Source: an optimization exercise on an open RTL-to-GDS flow (aim: small area). Production flows keep margins and buffers that such runs may drop. In this exercise RTL edits were held to simulation tests only and were not proved equivalent to the original. Power and IR drop assume default switching activity.

## run.sh

```bash
#!/bin/bash
# synth_recipe.tcl (not shown) runs the flow's synth.tcl, then flattens the netlist and writes it again
# the make line also repeats each setting of config.mk as NAME=value (left out here)
make -C /OpenROAD-flow-scripts/flow DESIGN_CONFIG=/design/flow/config.mk WORK_HOME=/design/flow/orfs CLKGATE_MAP_FILE= SYNTH_SCRIPT=/design/flow/synth_recipe.tcl finish
```

## config.mk

```make
export PLATFORM = sky130hd
export DESIGN_NAME = sd_slv_top
export DESIGN_NICKNAME = sd_slv_top
export VERILOG_FILES = /design/flow/design.v
export SDC_FILE = /design/flow/constraint.sdc
export NUM_CORES = 4
export LEC_CHECK = 0
export CAP_MARGIN = 20
export CORE_MARGIN = 2
export CORE_UTILIZATION = 40
export PLACE_DENSITY = 0.6
export SLEW_MARGIN = 20
```

## constraint.sdc

```tcl
create_clock -name core_clock -period 10.0 [get_ports {CLK}]
set_input_delay 2.0000 -clock core_clock [delete_from_list [all_inputs] [get_ports {CLK}]]
set_output_delay 2.0000 -clock core_clock [all_outputs]
set_load 0.01 [all_outputs]
```

## design.v

```verilog
module sd_slv_reg(
  rst, clk, 
  csdR
);
input          rst;
input          clk;
output [126:0] csdR;
reg    [126:0] csdR;
always @ (posedge clk or posedge rst) begin
  if(rst) begin
    csdR <= 127'h0;
  end
  else begin
    csdR <= {
      2'b00,
      6'b00_0000,
      8'h00,
      8'h00,
      8'h32,
      12'b010110110101,
      4'h0,
      1'b1,
      1'b0,
      1'b0,
      1'b0,
      2'b00,
      12'h000,
      3'b000,
      3'b000,
      3'b000,
      3'b000,
      3'b000,
      1'b0,
      7'b0000000,
      7'b0000000,
      1'b0,
      2'b00,
      3'b000,
      4'h0,
      1'b0,
      5'b00000,
      1'b0,
      1'b0,
      1'b0,
      1'b0,
      2'b00,
      2'b00,
      7'b0000000
    };
  end
end
endmodule
module sd_slv_cmr(
  rst, clk, cmd_in, ind_clr, size, ind, arg, ok, rsp_end, acmd_06, c_state,
  crc_clrq, cmd_inq2, crc_calc_enq, crc_clac, rca_q, 
  cmd_16, cmd_17, blk_len_by, bus_width, start_add_q
);
input         rst;
input         clk;    
input         cmd_in; 
input        ind_clr; 
input         size  ; 
output [ 5:0] ind;    
output [31:0] arg;    
output        ok;     
output   rsp_end;     
input    acmd_06;
input  [3:0] c_state; 
output        crc_clrq;
output        cmd_inq2;
output        crc_calc_enq;
input   [6:0] crc_clac;
output [15:0]    rca_q;
input         cmd_16;
input         cmd_17;
output [31:0] blk_len_by;
output [ 1:0] bus_width;
output [31:0] start_add_q;
reg           ok;     
wire          ok1;
wire          oki;
reg       rsp_end;    
wire      rsp_endi;   
reg [1:0] ps, ns;
parameter IDLE=2'b00;
parameter CINP=2'b01; 
parameter CRCM=2'b10; 
reg        crc_calc_enq;  
wire       crc_calc_eni;  
reg        crc_from_cmq;  
wire       crc_from_cmi;  
reg  [6:0] crc_regq;
wire [6:0] crc_regi;
reg        cmd_q;
wire       cmd_start;
wire       rsp_start;
reg  [7:0] rsp_cnt_q;
wire [7:0] rsp_cnt_i;
reg  [7:0] cmd_cnt_q;
wire [7:0] cmd_cnt_i;
reg  crc_clrq;
wire crc_clri;
reg  cmd_inq1, cmd_inq2;
reg         ind_shiftq;
wire        ind_shifti;
reg  [ 5:0] ind;    
wire [ 5:0] indi; 
reg         arg_shiftq;
wire        arg_shifti;
reg  [31:0] arg;    
wire [31:0] argi; 
reg  [15:0] rca_q;
wire [15:0] rca_i;
reg         rca_shift_q;
wire        rca_shift_i;
reg  [31:0] blk_len_by;
wire [31:0] blk_len_byi;
reg  [31:0] cmd_reg_in_q;
wire [31:0] cmd_reg_in_i;
reg         reg_shift_q;
wire        reg_shift_i;
reg  [ 1:0] bus_width;
wire [ 1:0] bus_widthi;
reg  [ 1:0] bus_width_q;
wire [ 1:0] bus_width_i;
reg  [31:0] start_add_q;
wire [31:0] start_add_i;
assign rca_shift_i=
(!rca_shift_q && cmd_cnt_q == 8'd8) || (rca_shift_q && cmd_cnt_q != 8'd23);
assign rca_i=rca_shift_q ? {rca_q[14:0], cmd_in} : rca_q;
assign reg_shift_i=
(!reg_shift_q && cmd_cnt_q == 8'd8) || (reg_shift_q && cmd_cnt_q != 8'd39);
assign cmd_reg_in_i=reg_shift_q ? {cmd_reg_in_q[30:0], cmd_in} : cmd_reg_in_q;
assign blk_len_byi=cmd_16  ? cmd_reg_in_q      : blk_len_by;
assign start_add_i=cmd_17  ? cmd_reg_in_q      : start_add_q;
assign bus_widthi =acmd_06 ? cmd_reg_in_q[1:0] : bus_width;
assign crc_calc_eni=
(!crc_calc_enq && cmd_start) || 
( crc_calc_enq && cmd_cnt_q != 8'd41  && !size) ||
( crc_calc_enq && cmd_cnt_q != 8'd129 &&  size);
assign crc_regi    =crc_from_cmq ? {crc_regq[5:0], cmd_in} : crc_regq;
assign crc_from_cmi=
(!crc_from_cmq && cmd_cnt_q == 8'd39  && !size) || 
(!crc_from_cmq && cmd_cnt_q == 8'd127 &&  size) || 
( crc_from_cmq && cmd_cnt_q != 8'd46  && !size) ||
( crc_from_cmq && cmd_cnt_q != 8'd134 &&  size);
assign cmd_start=!(|cmd_cnt_q) && !(|rsp_cnt_q) && ( cmd_in && !cmd_q);
assign rsp_start=!(|cmd_cnt_q) && !(|rsp_cnt_q) && (!cmd_in && !cmd_q);
assign rsp_endi =rsp_cnt_q == 8'd135;
assign rsp_cnt_i=
( rsp_cnt_q == 8'd0   && rsp_start) ? 8'd2              : 
( rsp_cnt_q == 8'd47  && !size    ) ? 8'd0              :
( rsp_cnt_q == 8'd135 &&  size    ) ? 8'd0              :
(|rsp_cnt_q)                        ?(rsp_cnt_q + 8'd1) :
rsp_cnt_q;
assign cmd_cnt_i=
( cmd_cnt_q == 8'd0   && cmd_start) ? 8'd2              : 
( cmd_cnt_q == 8'd47  && !size    ) ? 8'd0              :
( cmd_cnt_q == 8'd135 &&  size    ) ? 8'd0              :
(|cmd_cnt_q)                        ?(cmd_cnt_q + 8'd1) :
cmd_cnt_q;
assign crc_clri=(
  (!size && cmd_cnt_q == 8'd46) || (size && cmd_cnt_q == 8'd133) ||
  (!size && rsp_cnt_q == 8'd46) || (size && rsp_cnt_q == 8'd133)
);
assign oki     =crc_clrq && (crc_clac == crc_regq);
assign ind_shifti=
(!ind_shiftq && cmd_start) || (ind_shiftq && cmd_cnt_q != 8'd7);
assign indi=
ind_clr    ? 6'd0               :
ind_shiftq ? {ind[4:0], cmd_in} : 
ind;
assign arg_shifti=
(!arg_shiftq && cmd_cnt_q == 8'd7) || 
( arg_shiftq && cmd_cnt_q != 8'd39);
assign argi=arg_shiftq ? {arg[30:0], cmd_in} : arg;
always @ (posedge clk or posedge rst) begin
  if(rst) begin
    cmd_q       <= 1'b1;
    cmd_cnt_q   <= 8'd0;
    rsp_cnt_q   <= 8'd0;
    crc_calc_enq<= 1'b0;
    crc_regq    <= 7'h0;
    crc_from_cmq<= 1'b0;
    cmd_inq1    <= 1'b1;
    cmd_inq2    <= 1'b1;
    crc_clrq    <= 1'b0;
    ok          <= 1'b0;
    ind_shiftq  <= 1'b0;
    ind         <= 6'h0;
    arg_shiftq  <= 1'b0;
    arg         <=32'h0;
    rsp_end     <= 1'b0;
    rca_q       <=16'h0;
    rca_shift_q <= 1'b0;
    blk_len_by  <=32'h0;
    start_add_q <= 1'b0;
    cmd_reg_in_q<=32'h0;
    bus_width   <= 1'b0;
    bus_width_q <= 1'b0;
    reg_shift_q <= 1'b0;
  end else begin
    cmd_q       <= cmd_in;
    cmd_cnt_q   <= cmd_cnt_i;
    rsp_cnt_q   <= rsp_cnt_i;
    crc_calc_enq<= crc_calc_eni;
    crc_regq    <= crc_regi;
    crc_from_cmq<= crc_from_cmi;
    cmd_inq1    <= cmd_in;
    cmd_inq2    <= cmd_inq1;
    crc_clrq    <= crc_clri;
    ok          <= oki;
    ind_shiftq  <= ind_shifti;
    ind         <= indi;
    arg_shiftq  <= arg_shifti;
    arg         <= argi;
    rsp_end     <= rsp_endi;
    rca_q       <= rca_i;
    rca_shift_q <= rca_shift_i;
    blk_len_by  <= blk_len_byi;
    start_add_q <= start_add_i;
    cmd_reg_in_q<= cmd_reg_in_i;
    bus_width   <= bus_widthi;
    bus_width_q <= bus_width_i;
    reg_shift_q <= reg_shift_i;
  end
end
endmodule
module sd_slv_fsm(
  rst, clk, ind, arg, ok, clr, rsp_end, rca_q,
  ocr_o, 
  cmd_55, acmd_41, e_acmd_41, acmd_06, cmd_02, cmd_03, cmd_07, cmd_09, cmd_10, 
  cmd_16, cmd_17,
  size, c_state
);
  input         rst;
  input         clk;    
  input  [ 5:0] ind;    
  input  [31:0] arg;    
  input         ok;     
  input        clr;     
  input    rsp_end;     
  input [ 15:0] rca_q;
  output        ocr_o;  
  output        cmd_55; 
  output       acmd_41; 
  output     e_acmd_41; 
  output       acmd_06; 
  output        cmd_02; 
  output        cmd_03; 
  output        cmd_07; 
  output        cmd_09; 
  output        cmd_10; 
  output        cmd_16; 
  output        cmd_17; 
  output          size; 
  output [3:0] c_state; 
  reg           ocr_o;  
  wire          ocr_i;  
  reg [3:0] c_state;  
  reg [3:0] n_state;  
  parameter CS_IDLE =4'd0;
  parameter CS_RDEAY=4'd1;
  parameter CS_IDENT=4'd2;
  parameter CS_STBY =4'd3;
  parameter CS_TRAN =4'd4;
  parameter CS_DATA =4'd5;
  parameter CS_RCV  =4'd6;
  parameter CS_PRG  =4'd7;
  parameter CS_DIS  =4'd8;
  reg    cmd_00;
  wire   cmd_00i;
  reg    cmd_55;
  wire   cmd_55i;
  reg    acmd_41;
  wire   acmd_41i;
  reg  e_acmd_41; 
  wire e_acmd_41i; 
  reg    acmd_06;
  wire   acmd_06i;
  reg    cmd_02;
  wire   cmd_02i;
  reg    cmd_03;
  wire   cmd_03i;
  reg    cmd_07;
  wire   cmd_07i;
  reg    cmd_09;
  wire   cmd_09i;
  reg    cmd_10;
  wire   cmd_10i;
  reg    cmd_16;
  wire   cmd_16i;
  reg    cmd_17;
  wire   cmd_17i;
  reg    size;
  wire   sizei;
  assign  cmd_00i=
  ok ? (ind == 6'd0 ) :  cmd_00;
  assign  cmd_02i=ok ? (ind == 6'd2 ) : cmd_02  ? 1'b0 : cmd_02;
  assign  cmd_03i=ok ? (ind == 6'd3 ) : cmd_03  ? 1'b0 : cmd_03;
  assign  cmd_07i=ok ? (ind == 6'd7 ) : cmd_07  ? 1'b0 : cmd_07;
  assign  cmd_09i=ok ? (ind == 6'd9 ) : cmd_09  ? 1'b0 : cmd_09;
  assign  cmd_10i=ok ? (ind == 6'd10) : cmd_10  ? 1'b0 : cmd_10;
  assign  cmd_16i=ok ? (ind == 6'd16) : cmd_16  ? 1'b0 : cmd_16;
  assign  cmd_17i=ok ? (ind == 6'd17) : cmd_17  ? 1'b0 : cmd_17;
  assign  cmd_55i=ok ? (ind == 6'd55) : cmd_55  ? 1'b0 : cmd_55;
  assign acmd_41i=ok ? (ind == 6'd41) : acmd_41 ? 1'b0 : acmd_41;
  assign acmd_06i=ok ? (ind == 6'd6 ) : acmd_06 ? 1'b0 : acmd_06;
  assign ocr_i=cmd_55 & acmd_41;
  assign sizei=
  (ok && (ind == 6'd55 || ind == 6'd41)) ? 1'b0 :
  (ok && (ind == 6'd2  || ind == 6'd10 || ind == 6'd9)) ? 1'b1 :
  (rsp_end                             ) ? 1'b0 :
  size;
  assign e_acmd_41i=(ok && ind == 6'd41) || (e_acmd_41 && !clr);
  always @(*) begin
    n_state=c_state;
    case (c_state)
      CS_IDLE : begin
        if(acmd_41) n_state=CS_RDEAY;
	else        n_state=CS_IDLE;
      end
      CS_RDEAY: begin
        if(cmd_00) n_state=CS_IDLE;
	else begin
          if(cmd_02) n_state=CS_IDENT;
	  else       n_state=CS_RDEAY;
	end
      end
      CS_IDENT: begin
        if(cmd_00) n_state=CS_IDLE;
	else begin
          if(cmd_03) n_state=CS_STBY;
	  else       n_state=CS_IDENT;
	end
      end
      CS_STBY : begin
        if(cmd_00) n_state=CS_IDLE;
	else begin
          if(cmd_07 && rca_q == 16'h1234) n_state=CS_TRAN;
	  else                        n_state=CS_STBY;
	end
      end
      CS_TRAN : begin
        if(cmd_00) n_state=CS_IDLE;
      end
      CS_DATA : begin
        if(cmd_00) n_state=CS_IDLE;
      end
      CS_RCV  : begin
        if(cmd_00) n_state=CS_IDLE;
      end
      CS_PRG  : begin
        if(cmd_00) n_state=CS_IDLE;
      end
      CS_DIS  : begin
        if(cmd_00) n_state=CS_IDLE;
      end
      default : begin
        n_state=CS_IDLE;
      end
    endcase
  end  
  always @ (posedge clk or posedge rst) begin
    if(rst) begin
      c_state <= CS_IDLE;
       cmd_00 <= 1'b0;
       cmd_55 <= 1'b0;
       cmd_02 <= 1'b0;
       cmd_03 <= 1'b0;
       cmd_07 <= 1'b0;
       cmd_09 <= 1'b0;
       cmd_10 <= 1'b0;
       cmd_16 <= 1'b0;
       cmd_17 <= 1'b0;
      acmd_41 <= 1'b0;
    e_acmd_41 <= 1'b0;
      acmd_06 <= 1'b0;
      ocr_o   <= 1'b0;
         size <= 1'b0;
    end else begin
      c_state <= n_state;
       cmd_00 <=    cmd_00i;
       cmd_55 <=    cmd_55i;
       cmd_02 <=    cmd_02i;
       cmd_03 <=    cmd_03i;
       cmd_07 <=    cmd_07i;
       cmd_09 <=    cmd_09i;
       cmd_10 <=    cmd_10i;
       cmd_16 <=    cmd_16i;
       cmd_17 <=    cmd_17i;
      acmd_41 <=   acmd_41i;
    e_acmd_41 <= e_acmd_41i;
      acmd_06 <=   acmd_06i;
      ocr_o   <=   ocr_i;
         size <=   sizei;
    end
  end
endmodule
module sd_slv_rsp (
  rst, clk, din, size, crc, start, 
  cmd_od, cmd_oe, cmd_od1, cmd_oe1, 
  crc_calc, crc_clrq, ind_clr
);
  input          rst;
  input          clk;    
  input  [135:0] din;    
  input         size;    
  input  [  6:0] crc;    
  input        start;    
  output      cmd_od;    
  output      cmd_oe;    
  output      cmd_od1;   
  output      cmd_oe1;   
  output      crc_calc;
  output      crc_clrq;
  output      ind_clr;
  reg        start_q;
  reg  [  7:0] cnt_q;
  wire [  7:0] cnt_i;
  reg  [135:0] din_q;    
  wire [135:0] din_i;    
  reg          cmd_oe;
  wire         cmd_oei;
  reg          crc_clrq;
  wire         crc_clri;
  reg          cmd_oe1;
  wire         cmd_oe1i;
  reg          cmd_od1;
  wire         cmd_od1i;
  reg          cmd_od0;
  reg          crc_calc;
  wire         crc_calci;
  reg          crc_mux;
  wire         crc_muxi;
  reg  [  6:0] crc_q;
  wire [  6:0] crc_i;
  reg          ind_clr;
  wire         ind_clri;
  assign cnt_i=
  (start && !start_q &&  size) ? 8'd137 :
  (start && !start_q && !size) ? 8'd49  :
  (|cnt_q)                     ? (cnt_q - 8'd1) :
  cnt_q;
  assign din_i  =!(|cnt_q) ? din : {din_q[134:0], 1'b0};
  assign cmd_oei=(!cmd_oe && start && !start_q) || (cmd_oe && cnt_q != 8'd2);
  assign cmd_od=din_q[135];
  assign crc_clri=(cnt_q == 8'd1);
  assign cmd_oe1i =
  (!size && !cmd_oe1 && cnt_q == 8'd48 ) || 
  ( size && !cmd_oe1 && cnt_q == 8'd136) || 
  (          cmd_oe1 && cnt_q != 8'd0 );
  assign ind_clri=cmd_oe1i & ~cmd_oe1;
  assign crc_calci=
  (!crc_calc && start && !start_q && !size) || 
  (!crc_calc && cnt_q == 8'd130   &&  size) || 
  ( crc_calc && cnt_q != 8'd10);
  assign crc_muxi=(!crc_mux && cnt_q == 8'd9) || (crc_mux && cnt_q != 8'd2);
  assign cmd_od1i=!crc_mux ? cmd_od0 : crc_q[6];
  assign crc_i   =!crc_mux ? crc : {crc_q[6:0], 1'b0};
  always @ (posedge clk or posedge rst) begin
    if(rst) begin
      cnt_q   <= 8'h0;
      start_q <= 1'b0;
      din_q   <= 136'h0;
      cmd_oe  <= 1'b0;
      crc_clrq<= 1'b0;
      cmd_oe1 <= 1'b0;
      ind_clr <= 1'b0;
      cmd_od1 <= 1'b0;
      cmd_od0 <= 1'b0;
      crc_calc<= 1'b0;
      crc_mux <= 1'b0;
      crc_q   <= 7'd0;
    end else begin
      cnt_q   <= cnt_i;
      start_q <= start;
      din_q   <= din_i;
      cmd_oe  <= cmd_oei;
      crc_clrq<= crc_clri;
      cmd_oe1 <= cmd_oe1i;
      ind_clr <= ind_clri;
      cmd_od1 <= cmd_od1i;
      cmd_od0 <= cmd_od;
      crc_calc<= crc_calci;
      crc_mux <= crc_muxi;
      crc_q   <= crc_i;
    end
  end  
endmodule
module sd_slv_cr7(rst, clk, clr, din, cen, all_one, crc);
  input        rst;
  input        clk;
  input        clr;
  input        din;
  input        cen;
  input        all_one;  
  output [6:0] crc;
  reg  q6, q5, q4, q3, q2, q1, q0;
  wire d6, d5, d4, d3, d2, d1, d0;
  assign d0=din^q6;
  assign d1=q0;
  assign d2=q1;
  assign d3=q2^d0;
  assign d4=q3;
  assign d5=q4;
  assign d6=q5;
  assign crc={q6, q5, q4, q3, q2, q1, q0};
always @ (posedge clk or posedge rst) begin
  if(rst) begin
    q0<=1'b0;
    q1<=1'b0;
    q2<=1'b0;
    q3<=1'b0;
    q4<=1'b0;
    q5<=1'b0;
    q6<=1'b0;
  end else begin
    if(clr) begin
        q0<=1'b0;
        q1<=1'b0;
        q2<=1'b0;
        q3<=1'b0;
        q4<=1'b0;
        q5<=1'b0;
        q6<=1'b0;
    end else begin
      if(all_one) begin
        q0<=1'b1;
        q1<=1'b1;
        q2<=1'b1;
        q3<=1'b1;
        q4<=1'b1;
        q5<=1'b1;
        q6<=1'b1;
      end else begin
        if(cen) begin
          q0<=d0;
          q1<=d1;
          q2<=d2;
          q3<=d3;
          q4<=d4;
          q5<=d5;
          q6<=d6;
        end
      end
    end
  end
end
endmodule
module sd_slv_c16(rst, clk, clr, din, cen, sft, q);
  input         rst;
  input         clk;
  input         clr;
  input         din;
  input         cen;
  input         sft;  
  output        q  ;
  reg  [15:0] C;
  wire [15:0] d;
  wire [15:0] dCrc;
  wire i;
  assign q=C[15];
  assign i=din ^ C[15];
  assign d=cen ? dCrc : sft ? {C[14:0], 1'b0} : C;
  assign dCrc=
  {C[14:12], C[11], C[10:5]  , C[4], C[3:0] , 1'b0} ^
  {3'b000  , i    , 6'b000000, i   , 4'b0000, i   };
always @ (posedge clk or posedge rst) begin
  if(rst) begin
    C <= 16'h0;
  end else begin
    if(clr) begin
      C <= 16'h0;
    end else begin
      C<=d;
    end
  end
end
endmodule
module sd_slv_rom(a, e, s, q, ck);
  input  [ 9:0] a;  
  input         e;  
  input         s;  
  output [ 3:0] q;
  input         ck;
  wire   [15:0] O;
  wire   [ 3:0] d;
  reg    [ 3:0] q;
  always @ (posedge ck) q <= d;
  assign d=
  (e && ~s && a[9:8] == 2'h0) ? O[ 3: 0] :
  (e && ~s && a[9:8] == 2'h1) ? O[ 7: 4] :
  (e && ~s && a[9:8] == 2'h2) ? O[11: 8] :
  (e && ~s && a[9:8] == 2'h3) ? O[15:12] :
  (e &&  s                  ) ? {q[0], q[3:1]} : 
  4'b1111;  
  localparam [255:0] INIT0 =
    256'b1010101010101010101010101010101010101010101010101010101010101010101010101010101010101010101010101010101010101010101010101010101010101010101010101010101010101010101010101010101010101010101010101010101010101010101010101010101010101010101010101010101010101010;
  localparam [255:0] INIT1 =
    256'b1100110011001100110011001100110011001100110011001100110011001100110011001100110011001100110011001100110011001100110011001100110011001100110011001100110011001100110011001100110011001100110011001100110011001100110011001100110011001100110011001100110011001101;
  localparam [255:0] INIT2 =
    256'b1111000011110000111100001111000011110000111100001111000011110000111100001111000011110000111100001111000011110000111100001111000011110000111100001111000011110000111100001111000011110000111100001111000011110000111100001111000011110000111100001111000011110000;
  localparam [255:0] INIT3 =
    256'b1111111100000000111111110000000011111111000000001111111100000000111111110000000011111111000000001111111100000000111111110000000011111111000000001111111100000000111111110000000011111111000000001111111100000000111111110000000011111111000000001111111100000001;
  localparam [255:0] INIT4 =
    256'b1111111111111111000000000000000011111111111111110000000000000000111111111111111100000000000000001111111111111111000000000000000011111111111111110000000000000000111111111111111100000000000000001111111111111111000000000000000011111111111111110000000000000000;
  localparam [255:0] INIT5 =
    256'b1111111111111111111111111111111100000000000000000000000000000000111111111111111111111111111111110000000000000000000000000000000011111111111111111111111111111111000000000000000000000000000000001111111111111111111111111111111100000000000000000000000000000000;
  localparam [255:0] INIT6 =
    256'b1111111111111111111111111111111111111111111111111111111111111111000000000000000000000000000000000000000000000000000000000000000011111111111111111111111111111111111111111111111111111111111111110000000000000000000000000000000000000000000000000000000000000000;
  localparam [255:0] INIT7 =
    256'b1111111111111111111111111111111111111111111111111111111111111111111111111111111111111111111111111111111111111111111111111111111100000000000000000000000000000000000000000000000000000000000000000000000000000000000000000000000000000000000000000000000000000000;
  localparam [255:0] INIT8 =
    256'b1010101010101010101010101010101010101010101010101010101010101010101010101010101010101010101010101010101010101010101010101010101010101010101010101010101010101010101010101010101010101010101010101010101010101010101010101010101010101010101010101010101010101010;
  localparam [255:0] INIT9 =
    256'b1100110011001100110011001100110011001100110011001100110011001100110011001100110011001100110011001100110011001100110011001100110011001100110011001100110011001100110011001100110011001100110011001100110011001100110011001100110011001100110011001100110011001100;
  localparam [255:0] INIT10 =
    256'b1111000011110000111100001111000011110000111100001111000011110000111100001111000011110000111100001111000011110000111100001111000011110000111100001111000011110000111100001111000011110000111100001111000011110000111100001111000011110000111100001111000011110000;
  localparam [255:0] INIT11 =
    256'b1111111100000000111111110000000011111111000000001111111100000000111111110000000011111111000000001111111100000000111111110000000011111111000000001111111100000000111111110000000011111111000000001111111100000000111111110000000011111111000000001111111100000000;
  localparam [255:0] INIT12 =
    256'b1111111111111111000000000000000011111111111111110000000000000000111111111111111100000000000000001111111111111111000000000000000011111111111111110000000000000000111111111111111100000000000000001111111111111111000000000000000011111111111111110000000000000000;
  localparam [255:0] INIT13 =
    256'b1111111111111111111111111111111100000000000000000000000000000000111111111111111111111111111111110000000000000000000000000000000011111111111111111111111111111111000000000000000000000000000000001111111111111111111111111111111100000000000000000000000000000000;
  localparam [255:0] INIT14 =
    256'b1111111111111111111111111111111111111111111111111111111111111111000000000000000000000000000000000000000000000000000000000000000011111111111111111111111111111111111111111111111111111111111111110000000000000000000000000000000000000000000000000000000000000000;
  localparam [255:0] INIT15 =
    256'b1111111111111111111111111111111111111111111111111111111111111111111111111111111111111111111111111111111111111111111111111111111100000000000000000000000000000000000000000000000000000000000000000000000000000000000000000000000000000000000000000000000000000000;
  assign O[0] = INIT0[a[7:0]];
  assign O[1] = INIT1[a[7:0]];
  assign O[2] = INIT2[a[7:0]];
  assign O[3] = INIT3[a[7:0]];
  assign O[4] = INIT4[a[7:0]];
  assign O[5] = INIT5[a[7:0]];
  assign O[6] = INIT6[a[7:0]];
  assign O[7] = INIT7[a[7:0]];
  assign O[8] = INIT8[a[7:0]];
  assign O[9] = INIT9[a[7:0]];
  assign O[10] = INIT10[a[7:0]];
  assign O[11] = INIT11[a[7:0]];
  assign O[12] = INIT12[a[7:0]];
  assign O[13] = INIT13[a[7:0]];
  assign O[14] = INIT14[a[7:0]];
  assign O[15] = INIT15[a[7:0]];
endmodule
module sd_slv_adg (
  rst, clk, bus_width, read, ldad, adln,
  addr, shift, en_rom, sft, stop_en, readq, mem_enq, crc_enq
);
  input  rst;
  input  clk;
  input  [1:0] bus_width;  
  input        read     ;  
  input  [9:0] ldad     ;  
  input  [9:0] adln     ;  
  output [9:0] addr     ;  
  output       shift    ;  
  output       en_rom   ;  
  output       sft      ;  
  output       stop_en  ;  
  output       readq    ;  
  output       mem_enq  ;  
  output       crc_enq  ;  
  reg          readq    ;  
  reg          en_romq  ;  
  reg          en_rom   ;  
  wire         en_romi  ;  
  reg          sft      ;  
  wire         sfti     ;  
  reg          stop_en  ;  
  wire         stop_eni ;  
  reg    [9:0] addr     ;  
  wire   [9:0] addri    ;  
  reg    [9:0] addrend  ;  
  wire   [9:0] addrendi ;  
  reg    [1:0] bitCnt   ;  
  wire   [1:0] bitCnti  ;  
  reg   [10:0] bit1Cnt  ;  
  wire  [10:0] bit1Cnti ;  
  reg          shift    ;  
  wire         shifti   ;  
  reg    [9:0] add_lim;
  wire   [9:0] add_limi;
  reg    [3:0] crcCnt;
  wire   [3:0] crcCnti;
  reg          mem_enq;
  wire         mem_eni;
  reg          crc_enq;
  wire         crc_eni;
  wire         crc_endi;
  reg          crc_endq;
  assign crc_eni=
  (!crc_enq && en_rom && !en_romq) || 
  ( crc_enq && bit1Cnt !=  addrend         && bus_width == 2'b10) ||
  ( crc_enq && bit1Cnt != {addrend, 2'b00} && bus_width == 2'b00);
  assign mem_eni=en_rom;
  assign add_limi=(adln*2);
  assign addrendi=read ? (ldad + add_lim) : addrend;
  assign addri=
  read                                      ? ldad   :
  (en_rom && bus_width == 2'b10)            ? addr+1 :  
  (en_rom && bus_width == 2'b00 && &bitCnt) ? addr+1 :  
  addr;
  assign bitCnti=
  (bus_width == 2'b10          ) ?          2'b00 :
  (bus_width == 2'b00 && read  ) ? bitCnt + 2'b01 : 
  (bus_width == 2'b00 && en_rom) ? bitCnt + 2'b01 : 
  bitCnt;
  assign bit1Cnti=
  readq                                               ?           11'd1 :
  (bit1Cnt == {addrend, 2'b00} && bus_width == 2'b00) ?           11'd0 :
  (bit1Cnt ==  addrend         && bus_width == 2'b10) ?           11'd0 :
  (bit1Cnt   != 11'h0                               ) ? bit1Cnt + 11'd1 :
  bit1Cnt;
  assign shifti=
  (bitCnt != 2'b11 && bus_width == 2'b00) ? 1'b1 : 1'b0;
  assign en_romi=
  (!en_rom && read) || 
  ( en_rom && bit1Cnt != addrend          && bus_width == 2'b10) ||
  ( en_rom && bit1Cnt != {addrend, 2'b00} && bus_width == 2'b00);
  assign crc_endi=crcCnt != 4'd15;
  assign sfti=(
    (!sft && !crc_eni && crc_enq) ||  
    ( sft && crc_endq           )
  );
  assign stop_eni=~sfti & sft;
  assign crcCnti=
  (crcCnt != 4'd0) ? (crcCnt + 4'd1) :  
  sft              ?           4'd1  : crcCnt;
  always @ (posedge clk or posedge rst) begin
    if(rst) begin
      add_lim <= 10'h0;
      addr    <= 10'h0;
      addrend <= 10'h0;
      bitCnt  <=  2'h0;
      bit1Cnt <= 11'd0;
      shift   <=  1'b0;
      en_rom  <=  1'b0;
      en_romq <=  1'b0;
      sft     <=  1'b0;
      stop_en <=  1'b0;
      crcCnt  <=  4'd0;
      crc_endq<=  1'b0;
      readq   <=  1'b0;  
      mem_enq <=  1'b0;
      crc_enq <=  1'b0;
    end
    else begin
      add_lim <= add_limi;
      addr    <= addri;
      addrend <= addrendi;
      bitCnt  <= bitCnti;
      bit1Cnt <= bit1Cnti;
      shift   <= shifti;
      en_romq <= en_rom;
      en_rom  <= en_romi;
      sft     <= sfti;
      stop_en <= stop_eni;
      crcCnt  <= crcCnti;
      crc_endq<= crc_endi;
      readq   <= read;  
      mem_enq <= mem_eni;
      crc_enq <= crc_eni;
    end
  end
endmodule
module sd_slv_Rmx (
  rst, clk,
  read, cen, stop_en, cen_rom,
  din, crc,
  ei, e,
  crcC, dout
);
  input  rst;
  input  clk;
  input        read; 
  input        cen ; 
  input     stop_en; 
  input     cen_rom; 
  input  [3:0] din;  
  input  [3:0] crc;  
  input        ei ;
  output       e  ;
  output       crcC; 
  output [3:0] dout;
  reg    [3:0] dout;
  wire   [3:0] douti;
  reg    [3:0] dinq;
  reg          cen_romq;
  reg          readq   ;
  reg          cenq    ;
  reg          e       ;
  reg          stop_enq;
  reg    [3:0] crcq    ;  
  assign douti=
  readq   ? 4'h0 : 
  cen_romq? dinq : 
  stop_en ? 4'hf :
  cenq    ? crcq : 1'b1;
  assign crcC =read;
  always @ (posedge clk or posedge rst) begin
    if(rst) begin
      dinq    <= 4'h0;
      dout    <= 4'h0;
      e       <= 1'b0;
      readq   <= 1'b0;
      cen_romq<= 1'b0;
      cenq    <= 1'b0;
      crcq    <= 4'h0;
      stop_enq<= 1'b0;
    end else begin
      dinq    <= din;
      dout    <= douti;
      e       <= ei;
      readq   <= read;
      cen_romq<= cen_rom;
      cenq    <= cen;
      crcq    <= crc;
      stop_enq<= stop_en;
    end
  end
endmodule
module sd_slv_mem (
  rst, clk,
  bus_width, read, ldad, adln,
  e, q
);
  input  rst;
  input  clk;
  input  [1:0] bus_width;  
  input        read     ;  
  input  [9:0] ldad     ;  
  input  [9:0] adln     ;  
  output       e        ;  
  output [3:0] q        ;  
  wire   [9:0] addr     ;  
  wire         shift    ;  
  wire         sft      ;  
  wire   [3:0] qi       ;  
  wire         cen_rom  ;  
  wire         crcC     ;  
  wire [3:0]   crc_16   ;  
  wire         stop_en  ;
  wire         ei       ;
  wire mem_enq;
  wire readq;    
  wire crc_enq;  
  assign ei=mem_enq|sft|stop_en;
  sd_slv_adg u_adg (  
    .rst(rst),
    .clk(clk),
    .bus_width(bus_width),  
    .read     (read     ),  
    .ldad     (ldad     ),  
    .adln     (adln     ),  
    .addr     (addr     ),  
    .shift    (shift    ),  
    .en_rom   (cen_rom  ),  
    .sft      (sft      ),  
    .stop_en  (stop_en  ),  
    .readq    (readq    ),  
    .mem_enq  (mem_enq  ),  
    .crc_enq  (crc_enq  )   
  ); 
  sd_slv_rom u_rom (
    .a(addr   ),  
    .e(cen_rom),  
    .s(shift  ),  
    .q(qi     ),  
    .ck(clk   ) 
  ); 
  sd_slv_c16 u_c16A (
    .rst(rst    ),
    .clk(clk    ),
    .clr(crcC   ),
    .din(qi[0]  ),
    .cen(crc_enq), 
    .sft(sft    ), 
    .q  (crc_16[0]) 
  ); 
  sd_slv_c16 u_c16B (
    .rst(rst    ),
    .clk(clk    ),
    .clr(crcC   ),
    .din(qi[1]  ),
    .cen(crc_enq), 
    .sft(sft    ), 
    .q  (crc_16[1]) 
  ); 
  sd_slv_c16 u_c16C (
    .rst(rst    ),
    .clk(clk    ),
    .clr(crcC   ),
    .din(qi[2]  ),
    .cen(crc_enq), 
    .sft(sft    ), 
    .q  (crc_16[2]) 
  ); 
  sd_slv_c16 u_c16D (
    .rst(rst    ),
    .clk(clk    ),
    .clr(crcC   ),
    .din(qi[3]  ),
    .cen(crc_enq), 
    .sft(sft    ), 
    .q  (crc_16[3]) 
  ); 
  sd_slv_Rmx u_Rmx ( 
    .rst    (rst    ),
    .clk    (clk    ),
    .read   (readq  ),  
    .cen    (sft    ),  
    .stop_en(stop_en),  
    .cen_rom(cen_rom),  
    .din    (qi     ),  
    .crc    (crc_16 ),  
    .ei     (ei     ),
    .e      (e      ),
    .crcC(crcC  ),  
    .dout(q     )
  ); 
endmodule
module sd_slv_top(CLK, rst, CMD_i, CMD_o, CMD_oe, DATA_o, DATA_oe);
  input        CLK;
  input        rst;
  input        CMD_i;   
  output       CMD_o;   
  output       CMD_oe;  
  output [3:0] DATA_o;  
  output [3:0] DATA_oe; 
  wire         CMD;     
  wire  [ 5:0] ind;
  wire  [31:0] arg;
  wire         ok;
  wire         ocr_o;
  wire         cmd_55;
  wire         cmd_02;
  wire         cmd_03;
  wire         cmd_07;
  wire         cmd_09;
  wire         cmd_10;
  wire         cmd_16;
  wire         cmd_17;
  wire        acmd_41;
  wire      e_acmd_41;
  wire        acmd_06;
  wire [135:0] rsp;
  wire         size;
  wire         start_rsp;
  wire         rsp_end;
  wire         crc_clrq;
  wire         cmd_inq2;
  wire         crc_calc_enq;
  wire   [6:0] crc_clac;
  wire         rsp_oe;
  wire         rsp_od;
  wire         rsp_oe1;
  wire         rsp_od1;
  wire         crc_calc;
  wire         rsp_clrq;
  wire [ 15:0] rca_q;
  wire [126:0] csdR;
  wire [ 31:0] blk_len_by;
  wire [  1:0] bus_width;
  wire [  3:0] c_state;
  wire [ 31:0] start_add_q;
  wire       clr_mx;
  wire       din_mx;
  wire       cen_mx;
  wire       ind_clr;
  assign rsp=cmd_55 ? {
    27'b00_110111_0000000000000000000, c_state, 9'b000000000, 8'b0000000_1,
    88'h0
  } : 
  acmd_41 ? {
    27'b00_111111_0000000000000000000, c_state, 9'b000100000, 8'b1111111_1,
    88'h0
  } : 
  acmd_06 ? {
    27'b00_000110_0000000000000000000, c_state, 9'b000100000, 8'b0000000_1,
    88'h0
  } : 
  cmd_02                    ? {8'b00_111111, 127'h201234567, 1'b1} :
  (cmd_10 && rca_q == 16'h1234) ? {8'b00_111111, 127'h201234567, 1'b1} :
  (cmd_09 && rca_q == 16'h1234) ? {8'b00_111111, csdR, 1'b1} :
  cmd_03 ? {8'b00_000011, 16'h1234, 16'h0, 8'h01, 88'h0} :
  cmd_07 ? {
    27'b00_000111_0000000000000000000, c_state, 9'b000000000, 8'b0000000_1,
    88'h0
  } : 
  cmd_16 ? { 
    27'b00_010000_0000000000000000000, c_state, 9'b000000000, 8'b0000000_1,
    88'h0
  } : 
  cmd_17 ? { 
    27'b00_010001_0000000000000000000, c_state, 9'b000000000, 8'b0000000_1,
    88'h0
  } : 
  {136{1'b1}};
  assign start_rsp=
  cmd_55|acmd_41|cmd_02|cmd_03|cmd_10|cmd_09|cmd_07|cmd_16|acmd_06|cmd_17;
  assign CMD    = rsp_oe1 ? rsp_od1 : CMD_i;
  assign CMD_o  = rsp_od1;
  assign CMD_oe = rsp_oe1;
  sd_slv_reg u_reg (
    .rst(rst),
    .clk(CLK),
    .csdR(csdR)
  );  
  sd_slv_cmr u_cmr (
    .rst(rst),
    .clk(CLK),
    .cmd_in(CMD),
    .ind_clr(ind_clr),
    .size(size ), 
    .ind(ind),
    .arg(arg),
    .ok (ok ),
    .rsp_end(rsp_end),
    .acmd_06(acmd_06),
    .c_state(c_state),   
    .crc_clrq(crc_clrq),
    .cmd_inq2(cmd_inq2),
    .crc_calc_enq(crc_calc_enq),
    .crc_clac(crc_clac),
    .rca_q(rca_q),           
    .cmd_16     (cmd_16     ), 
    .cmd_17     (cmd_17     ), 
    .blk_len_by (blk_len_by ), 
    .bus_width  (bus_width  ), 
    .start_add_q(start_add_q)  
  ); 
  sd_slv_fsm u_fsm (
    .rst(rst),
    .clk(CLK),
    .ind(ind),
    .arg(arg),
    .ok (ok ),
    .clr(clr_mx),
    .rsp_end(rsp_end),
    .rca_q(rca_q),  
    .ocr_o  (ocr_o  ),
    .cmd_55 (cmd_55 ),
    .acmd_41(acmd_41),
    .e_acmd_41(e_acmd_41),
    .acmd_06(acmd_06),
    .cmd_02 (cmd_02 ),
    .cmd_03 (cmd_03 ),
    .cmd_07 (cmd_07 ),
    .cmd_09 (cmd_09 ),
    .cmd_10 (cmd_10 ),
    .cmd_16 (cmd_16 ),
    .cmd_17 (cmd_17 ),
    .size(size)      ,   
    .c_state(c_state)    
  ); 
  sd_slv_rsp u_rsp (
    .rst(rst),
    .clk(CLK),
    .din (rsp ),  
    .size(size),  
    .crc  (crc_clac ),
    .start(start_rsp),   
    .cmd_od (rsp_od ),   
    .cmd_oe (rsp_oe ),
    .cmd_od1(rsp_od1),   
    .cmd_oe1(rsp_oe1),
    .crc_calc(crc_calc),
    .crc_clrq(rsp_clrq),
    .ind_clr (ind_clr)
  ); 
  assign clr_mx=rsp_oe ? rsp_clrq : crc_clrq;
  assign din_mx=rsp_oe ? rsp_od   : cmd_inq2;
  assign cen_mx=rsp_oe ? crc_calc : crc_calc_enq;
  sd_slv_cr7 u_crc7 (
    .rst(rst),  
    .clk(CLK),  
    .clr(clr_mx),     
    .din(din_mx),     
    .cen(cen_mx),     
    .all_one(e_acmd_41),  
    .crc(crc_clac)    
  ); 
  wire [3:0] mem_data;
  wire       mem_Doen;
  sd_slv_mem u_mem (  
    .rst(rst),
    .clk(CLK),
    .bus_width(bus_width  ),
    .read     (cmd_17     ),
    .ldad(start_add_q[9:0]),
    .adln( blk_len_by[9:0]),
    .e(mem_Doen),
    .q(mem_data) 
  ); 
  assign DATA_o    = mem_data;
  assign DATA_oe[3] = bus_width == 2'b10 && mem_Doen;
  assign DATA_oe[2] = bus_width == 2'b10 && mem_Doen;
  assign DATA_oe[1] = bus_width == 2'b10 && mem_Doen;
  assign DATA_oe[0] =                       mem_Doen;
endmodule
```

==> run notes <==
[final cells by class]
class                      count  area, sq um  area share (%)
multi-input combinational    972         6220            33.0
inverter                      33          128           0.678
clock inverter                10         93.8           0.499
timing repair buffer          23          215            1.14
sequential                   407        10200            54.0
tap                          539          674            3.58
clock buffer                  69         1320            7.03
[report_power, final]
group	total (mW)	leakage, nW	switching, mW	internal [mW]
Clock	1.57	0.691	0.638	0.933
Sequential	1.75	4.80	0.0297	1.72
Combinational	0.442	2.46	0.263	0.179
[registers in the layout, indices dropped and copies added, names as in the netlist, 6 cells and up]
name,count
u_cmr.blk_len_by,9
u_cmr.cmd_cnt_q,8
u_cmr.cmd_reg_in_q,10
u_cmr.crc_regq,7
u_cmr.ind,6
u_cmr.rca_q,16
u_cmr.rsp_cnt_q,8
u_cmr.start_add_q,10
u_mem.u_adg.add_lim,9
u_mem.u_adg.addr,10
u_mem.u_adg.addrend,10
u_mem.u_adg.bit1Cnt,11
u_mem.u_c16A.C,16
u_mem.u_c16B.C,16
u_mem.u_c16C.C,16
u_mem.u_c16D.C,16
u_rsp.cnt_q,8
u_rsp.crc_q,7
u_rsp.din_q,136
[worst max-delay path by stage]
stage | startpoint | to | slack (ns) | depth (start not counted)
2_1_floorplan | rst | u_cmr.blk_len_by[0]$_DFFE_PP0P_ | 2.57 | 1
3_3_place_gp | rst | u_rsp.din_q[39]$_DFF_PP0_ | 6.17 | 3
3_5_place_dp | rst | u_rsp.din_q[38]$_DFF_PP0_ | 6.15 | 3
4_1_cts | u_cmr.bus_width[0]$_DFFE_PP0P_ | DATA_oe[1] | 6.04 | 2
5_1_grt | u_cmr.bus_width[0]$_DFFE_PP0P_ | DATA_oe[1] | 5.99 | 2
6_report | u_cmr.bus_width[0]$_DFFE_PP0P_ | DATA_oe[1] | 6.07 | 2
[layout by cell type, fill, tap and decap left out, types with 10 or more instances in the layout]
cell type,netlist,layout
a211oi_1,11,11
a21o_1,120,120
a21oi_1,97,96
a31oi_1,15,15
buf_4,10,10
clkbuf_1,59,11
clkbuf_16,0,43
clkbuf_8,0,15
clkdlybuf4s50_1,0,12
dfrtp_1,401,400
ha_1,28,28
inv_1,33,32
mux2_2,65,65
mux2i_1,15,15
nand2_1,187,187
nand3_1,33,33
nand4_1,15,15
nor2_1,107,106
nor3_1,29,29
o21ai_0,51,51
xnor2_1,43,43
xor2_1,39,39
[kinds of logic (layout without fill, tap and decap cells)]
family                     after synthesis  after routing
buffers and inverters                  120            135
and+or+nand+nor                        447            447
adders and majority gates               29             29
AOI/OAI and AO/OA                      333            333
xor gates and xnor gates                82             82
other                                    1              1
muxes                                   80             80
DFF                                    407            407
[metal layers]
| layer | vias up | wire length (um) | global-route usage, % |
|---|---|---|---|
| li1 | 5106 | - | - |
| met2 | 121 | 13300 | 21.5 |
| met3 | 36 | 957 | 2.65 |
| met1 | 5172 | 14900 | 20.3 |
| met5 | - | 0 | 0 |
| met4 | 0 | 554 | 4.38 |
[worst max-delay path: cells and delay by family (launching register included)]
family	cells	cell delay (ns)
buf+inv	1	0.55
flops	1	0.51
simple gates	1	0.31
==> run notes <==
- Derived from the worst setup path, the maximum achievable clock frequency is 254 MHz.
- After detailed routing, the number of vias per cell comes to 5.08.
- The number of buffers inserted to repair setup after CTS is 0.
- By startpoint and endpoint, the worst setup path is classified as flop to output pin.
- The detailed-placement wirelength estimate is 17,600 um.
- The startpoint of the tightest hold check path is u_cmr.blk_len_by[3]$_DFFE_PP0P_.
- The clock reaches the later pin of the worst-skew pair after 0.55 ns.
- The number of failing hold endpoints at the final stage is 0.
- The number of nets still failing antenna checks after routing is 0.
- The wire length of the first global-routing pass is 52,000 um.
- The post-synthesis register bit count is 407.
- The minimum setup slack among reg-to-reg paths is 7.16 ns.
- The area fraction in compound gates after synthesis is 12.8%.
- In this run the clock root is driven by a clkbuf_16.
- The net count of the finished layout is 1,512.
- In this run the power density over the cells is 200 mW/mm^2.
- After Yosys synthesis, full adders, half adders and majority gates account for 2.20% of the synthesized area.
- Data on the critical path arrives at its endpoint at 1.93 ns.
- Excluding fillers, the count of instances in the completed layout stands at 2,053.
- The number of vias in the routed layout is 10,400.
- Hold is met by 0.368 ns.
- Once routing completed, OpenROAD measured the worst setup slack at 6.07 ns.
- Timing analysis after detailed placement gives a worst setup slack of 6.15 ns.
- The violation count after the first detailed-routing iteration is 777.
- The final weighted congestion of routability-driven global placement is 0.820.
- For this design, the slowest cell found on the critical path is clkdlybuf4s50_1.
- The final setup violation count is 0.
- Multiplexer cells account for 5.23% of the synthesized area.
- The worst hold path belongs to the class flop to flop.
- The sequential element share of the synthesized area is 60.3%.
- For the pin with the worst max-slew slack, the measured transition is 0.986 ns.
- Port buffering added 12 buffers.
- The worst reg2reg path startpoint is u_rsp.cnt_q[0]$_DFFE_PP0P_.
- Pin placement for this block handled 13 I/O pins.
- After synthesis, the largest family of logic cells by area is compound AO/OA/AOI/OAI gates.
- The share of the synthesized netlist area taken by xor and xnor gates is 4.26%.
- The cell area after layout is 0.0188 sq mm.
- The post-route clock period utilization is 39.3%.
- The analysis attributes to cell leakage a power of 7.95 nW.
- The via count of the first global-routing pass is 10,400.
- The biggest area contributor in the post-synthesis netlist is dfrtp_1.
- The initial core utilization is 40.4%.
- For this design, the sink count on the clock tree is 407.
- The number of buffers created by CTS is 43.
- The share of post-route cells with drive strength above 1 is 10.8%.
- The number of distinct standard cells referenced by the synthesized netlist is 67.
- The area growth from synthesis to layout is 11.6%.
- The mapped netlist covers 0.0169 sq mm.
- The cell count after synthesis is 1,499.
- Dividing the detail-routed wire length by the instance count gives 14.4 um.
- The endpoint required time on the critical path is 8.00 ns.
- The signal on the critical path passes through and3b_1 -> clkdlybuf4s50_1.
- The pin count of the biggest net entering global routing is 164.
- Setup repair after global routing left no endpoint under its margin.
- Measured along the y axis, the die boundary spans 209 um.
- The startpoint type of the worst setup path is a flop.
- The final max-slew violation count is 0.
- The TritonCTS clock tree is yes.
- The run finished with no timing, DRC or antenna violations.
- The number of buffers inserted for hold repair after clock tree synthesis is 0.
- In the synthesized netlist the dominant register cell turns out to be dfrtp_1.
- The total power after layout is 3.76 mW.
- The die is 209 um wide.
- Yosys mapped a number of flops with a built-in enable equal to 0.
- The number of antenna violations at the first check in global routing is 0.
- The total DRC errors in the routed layout is 0.
- The share of synthesized cell area in and, or, nand and nor gates is 12.2%.
- The cell row count is 75.
- Across the VDD grid, the largest voltage drop is 0.140 mV.
- The synthesized netlist net count is 1,531.
- The sink of the worst hold path is u_mem.u_adg.add_lim[4]$_DFF_PP0_.
- The kind of capture point of the worst setup path is an output pin.
- The top cell type's share of synthesized area is 59.5%.
- The worst path needs 3.93 ns of the cycle, external delays included.
- The peak fanout along the critical path is 12.
- The routed design has 29,600 um of wire.
- The first detailed-routing pass took 4 iterations.
- The remaining global-route overflow is 0.
- The clock-pin slew on the worst setup and hold paths is 0.06 ns.
- Yosys printed 9 warnings.
- After detailed placement, the design holds a cell count of 1,974.
- By area the synthesized netlist is led by dfrtp_1 59%, a21o_1 5.3%, mux2_2 4.3%.
- The instance count along the most critical hold path is 0.
- The reg-to-reg critical path endpoint is u_rsp.cnt_q[2]$_DFFE_PP0P_.
- Global routing used 14.0% of the available tracks.
- The worst clock skew on the final layout is 0.0212 ns.
- By count the netlist is led by 401 x dfrtp_1, 187 x nand2_1, 120 x a21o_1.
- After detailed placement, the total cell area comes to 0.0174 sq mm.
- Counting flops with an async set or reset pin after synthesis yields a share of 99.0%.
- The H-tree was split into 2 levels.
- The core utilization of the finished layout is 45.1%.
- The number of gates given a new drive strength after cts is 0.
- The number of cell instances on the worst register-to-register path is 8.
- Summed over all failing endpoints, the final setup total negative slack is 0 ns.
- On the worst path, the slowest cell contributes a delay of 0.55 ns.
- The maximum clock path buffer count is 3.
- The core footprint is 0.0418 sq mm.
- Fill cells in the final layout number 3,856.
- The most frequently used cell type in the post-synthesis netlist is dfrtp_1.
- The total die area is 0.0438 sq mm.
- The relative max-transition margin is 34.2%.
- The max-capacitance violation count is 0.
- The average instance in the mapped netlist occupies 11.3 sq um.
- The count of antenna diodes in the layout is 0.

[port drivers added, routing unchanged]
No port has a modelled driver above. Below, the same layout with a new extraction and two added sets of constraints. Step 1: set_driving_cell puts a clkbuf_16 on CLK and a buf_2 on each other input, an assumption about the parent block. Step 2 times the ports against the registers' clock, not the clock port: input delays grow and output delays shrink by t, the midpoint of the rising clock arrivals with the driver on. Three values: ideal, step 1, step 2; two values: the first two.
t (ns): 0.593
slack for setup (ns): 6.070 / 6.020 / 6.248
latest minus earliest clock arrival (ns): 0.022 / 0.022
After both steps setup and hold are still met in this run. For this run, drivers alone change the setup slack by -0.050 ns; drivers and shift together by +0.178 ns. The worst setup slack also covers recovery checks on asynchronous resets.
